What follows belongs to an exercise in optimizing a design on an open flow for small area, a short achievable clock period and few clock cycles; a production flow would make more cautious choices.

==> inputs of willow <==
## top_module2
module top_module2 (input [3:0] start_adress, input [7:0] data_in, input clock, input Start, input reset,
  output logic [15:0] out_put_det3, output logic Done, output logic [3:0] adress);
==> module top_module2, before the edit <==
module top_module2 (input [3:0] start_adress, input [7:0] data_in, input clock, input Start, input reset,
  output logic [15:0] out_put_det3, output logic Done, output logic [3:0] adress);
  logic [9:1] ph;              
  logic [3:0] addr;
  logic [7:0] q0, q1, q2;      
  logic [7:0] dr;              
  logic [15:0] x2n, x3;
  wire go = Done & Start;
  wire t4 = ph[4], t5 = ph[5], t6 = ph[6];
  wire t7 = ph[7], t8 = ph[8], t9 = ph[9];
  assign adress = Done ? start_adress : addr;
  always @(posedge clock or posedge reset) begin
    if (reset) begin
      Done <= 1'b1;
      ph   <= '0;
    end else begin
      Done <= Done ? ~Start : ph[9];
      ph   <= {ph[8:1], go};
    end
  end
  wire signed [15:0] s_prod = $signed(q0) * $signed(dr);
  wire [15:0] s_res = (t6 ? x2n : 16'd0) - s_prod;
  wire [15:0] b_m = ({16{t7}} & out_put_det3) | ({16{t8}} & x2n) | ({16{t9}} & x3)
                  | ({16{t4 | t5 | t6}} & {{8{q1[7]}}, q1});
  wire [15:0] b_add = ({16{t5}} & x3) | ({16{t6 | t8 | t9}} & out_put_det3);
  wire signed [15:0] b_prod = $signed(b_m) * $signed(dr);
  wire [15:0] b_res = b_add + b_prod;
  always @(posedge clock) begin
    addr <= go ? start_adress + 4'd1 : addr + 4'd1;
    dr <= data_in;
    q0 <= q1;
    q1 <= q2;
    q2 <= (go | ph[1] | ph[2]) ? data_in : q0;
    if (t4) x2n <= b_res;
    else if (t6) x2n <= s_res;
    if (t4) x3 <= s_res;
    else if (t5) x3 <= b_res;
    if (t5) out_put_det3 <= s_res;
    else if (t6 | t7 | t8 | t9) out_put_det3 <= b_res;
  end
endmodule
Settings: LEC_CHECK=0, ABC_CLOCK_PERIOD_IN_PS=3500, CAP_MARGIN=20, CORE_MARGIN=2, CORE_UTILIZATION=40, SETUP_SLACK_MARGIN=3.0, SLEW_MARGIN=20; clock period 7.0 ns.
run.sh (not shown) runs the stock make flow with config.mk's settings and CLKGATE_MAP_FILE= SYNTH_SCRIPT=/design/flow/synth_recipe.tcl, a recipe that flattens the netlist after the stock synthesis.
==> cedar (differences from willow) <==
==> flow/design.v (replaced) <==
module top_module2 (input [3:0] start_adress, input [7:0] data_in, input clock, input Start, input reset,
  output logic [15:0] out_put_det3, output logic Done, output logic [3:0] adress);
  logic [10:1] ph;             
  logic [3:0] base;            
  logic [7:0] dr, pr;          
  logic [15:0] x2n, x3;
  wire go = Done & Start;
  logic [3:0] off;
  always @(*) begin
    off = 4'd0;
    if (ph[1]) off = 4'd4;
    if (ph[2]) off = 4'd2;
    if (ph[3]) off = 4'd3;
    if (ph[4]) off = 4'd1;
    if (ph[5]) off = 4'd5;
    if (ph[7]) off = 4'd6;
    if (ph[8]) off = 4'd7;
    if (ph[9]) off = 4'd8;
  end
  assign adress = Done ? start_adress : base + off;
  always @(posedge clock or posedge reset) begin
    if (reset) begin
      Done <= 1'b1;
      ph   <= '0;
    end else begin
      Done <= Done ? ~Start : ph[10];
      ph   <= {ph[9:1], go};
    end
  end
  wire [15:0] m = ({16{ph[8]}} & out_put_det3) | ({16{ph[9] | ph[10]}} & x2n)
                | ({16{~(ph[8] | ph[9] | ph[10])}} & {{8{pr[7]}}, pr});
  wire [15:0] add = ({16{ph[5]}} & x3) | ({16{ph[7]}} & x2n)
                  | ({16{ph[6] | ph[9] | ph[10]}} & out_put_det3);
  wire sub = ph[3] | ph[5] | ph[7];
  wire signed [15:0] prod = $signed(m) * $signed(dr);
  wire [15:0] r = sub ? add - prod : add + prod;
  always @(posedge clock) begin
    if (go) base <= start_adress;
    dr <= data_in;
    pr <= dr;
    if (ph[2] | ph[5]) x3 <= r;
    if (ph[4] | ph[7]) x2n <= r;
    else if (ph[9]) x2n <= x3;
    if (ph[3] | ph[6] | ph[8] | ph[9] | ph[10]) out_put_det3 <= r;
  end
endmodule
--- a/flow/config.mk
+++ b/flow/config.mk
@@ -5,9 +5,7 @@
 export SDC_FILE = /design/flow/constraint.sdc
 export NUM_CORES = 4
 export LEC_CHECK = 0
-export ABC_CLOCK_PERIOD_IN_PS = 3500
 export CAP_MARGIN = 20
 export CORE_MARGIN = 2
 export CORE_UTILIZATION = 40
-export SETUP_SLACK_MARGIN = 3.0
 export SLEW_MARGIN = 20
==> lagoon (differences from willow) <==
==> flow/design.v (replaced) <==
module top_module2 (input [3:0] start_adress, input [7:0] data_in, input clock, input Start, input reset,
  output logic [15:0] out_put_det3, output logic Done, output logic [3:0] adress);
  logic [3:0] cnt;             
  logic [3:0] addr;
  logic [7:0] q0, q1, q2;      
  logic [7:0] dr;              
  logic [15:0] x2n, x3;
  wire go = Done & Start;
  wire t4 = cnt == 4'd4, t5 = cnt == 4'd5, t6 = cnt == 4'd6;
  wire t7 = cnt == 4'd7, t8 = cnt == 4'd8, t9 = cnt == 4'd9;
  assign adress = Done ? start_adress : addr;
  always @(posedge clock or posedge reset) begin
    if (reset) begin
      Done <= 1'b1;
      cnt  <= 4'd0;
    end else if (go) begin
      Done <= 1'b0;
      cnt  <= 4'd1;
    end else if (!Done) begin
      Done <= t9;
      cnt  <= t9 ? 4'd0 : cnt + 4'd1;
    end
  end
  wire signed [15:0] s_prod = $signed(q0) * $signed(dr);
  wire [15:0] s_res = (t6 ? x2n : 16'd0) - s_prod;
  wire [15:0] b_m = (t7) ? out_put_det3 : t8 ? x2n : t9 ? x3 : {{8{q1[7]}}, q1};
  wire [15:0] b_add = t5 ? x3 : (t6 | t8 | t9) ? out_put_det3 : 16'd0;
  wire signed [15:0] b_prod = $signed(b_m) * $signed(dr);
  wire [15:0] b_res = b_add + b_prod;
  always @(posedge clock) begin
    addr <= go ? start_adress + 4'd1 : addr + 4'd1;
    dr <= data_in;
    q0 <= q1;
    q1 <= q2;
    q2 <= (go || cnt == 4'd1 || cnt == 4'd2) ? data_in : q0;
    if (t4) x2n <= b_res;
    else if (t6) x2n <= s_res;
    if (t4) x3 <= s_res;
    else if (t5) x3 <= b_res;
    if (t5) out_put_det3 <= s_res;
    else if (t6 | t7 | t8 | t9) out_put_det3 <= b_res;
  end
endmodule
--- a/flow/config.mk
+++ b/flow/config.mk
@@ -5,9 +5,7 @@
 export SDC_FILE = /design/flow/constraint.sdc
 export NUM_CORES = 4
 export LEC_CHECK = 0
-export ABC_CLOCK_PERIOD_IN_PS = 3500
 export CAP_MARGIN = 20
 export CORE_MARGIN = 2
 export CORE_UTILIZATION = 40
-export SETUP_SLACK_MARGIN = 3.0
 export SLEW_MARGIN = 20
==> qor summary <==
| metric | cedar | willow | lagoon |
|---|---|---|---|
| Post-layout min period | 6.851 ns | 6.021 ns | 6.454 ns |
| Transition at the pin with the smallest max-transition slack | 1.019 ns | 0.8432 ns | 0.8946 ns |
| Cell total after placement | 998 | 1290 | 1388 |
| Tapcell Cnt | 229 | 324 | 330 |
| Starting utilization of the core area | 0.4052 | 0.4054 | 0.4057 |
| Placer Congestion | 0.8744 | 0.8929 | 0.8226 |
| Delay of the slowest cell on the worst path | 0.54 ns | 0.60 ns | 0.53 ns |
| Layout Utilization | 0.4853 | 0.4707 | 0.4489 |
| Combined area of all synthesized cells | 0.007253 mm^2 | 0.009831 mm^2 | 0.01019 mm^2 |
| Mean number of vias per cell | 5.372 | 5.184 | 5.070 |
| Area taken by flip-flops and latches | 0.002162 mm^2 | 0.002432 mm^2 | 0.002288 mm^2 |
| Buffers plus inverters on the worst setup path | 8 | 5 | 2 |
| Post-synthesis cell count | 728 | 963 | 1037 |
| Worst Skew | 0.009662 ns | 0.01214 ns | 0.01025 ns |
| Status | finished clean | finished clean | finished clean |
| Clock network area share | 0.03427 | 0.02565 | 0.02453 |
| Overall routed net length | 18520 um | 25790 um | 24470 um |
| Setup repair after global routing missed its margin | yes | yes | no |
Function was not checked in any run of this note: the RTL went through the layout flow alone.

==> static timing again, ports no longer ideal <==
The flow's constraints put no driver on any port. The routed layouts listed below were extracted and timed again, unchanged, in two steps. Step 1 (the two cells are an assumption about what drives the block):
set clk [get_ports {clock}]
set_driving_cell -lib_cell sky130_fd_sc_hd__clkbuf_16 $clk
set_driving_cell -lib_cell sky130_fd_sc_hd__buf_2 [delete_from_list [all_inputs] $clk]
Step 2 times the ports against the registers' clock, not the clock port: input delays grow and output delays shrink by t, the midpoint of the rising clock arrivals with the driver on. Three values: no drivers, after step 1, after step 2; two values: the first two.
run	shift t [ns]	setup WS [ns]	clock arrival spread, ns	worst register clock-pin slew, ns
willow	0.394	0.979 / 0.979 / 0.979	0.012 / 0.012	0.08 / 0.08
cedar	0.389	0.149 / 0.149 / 0.149	0.010 / 0.009	0.07 / 0.07
lagoon	0.371	0.546 / 0.546 / 0.546	0.010 / 0.010	0.07 / 0.07
After both steps setup and hold are still met in every run listed.
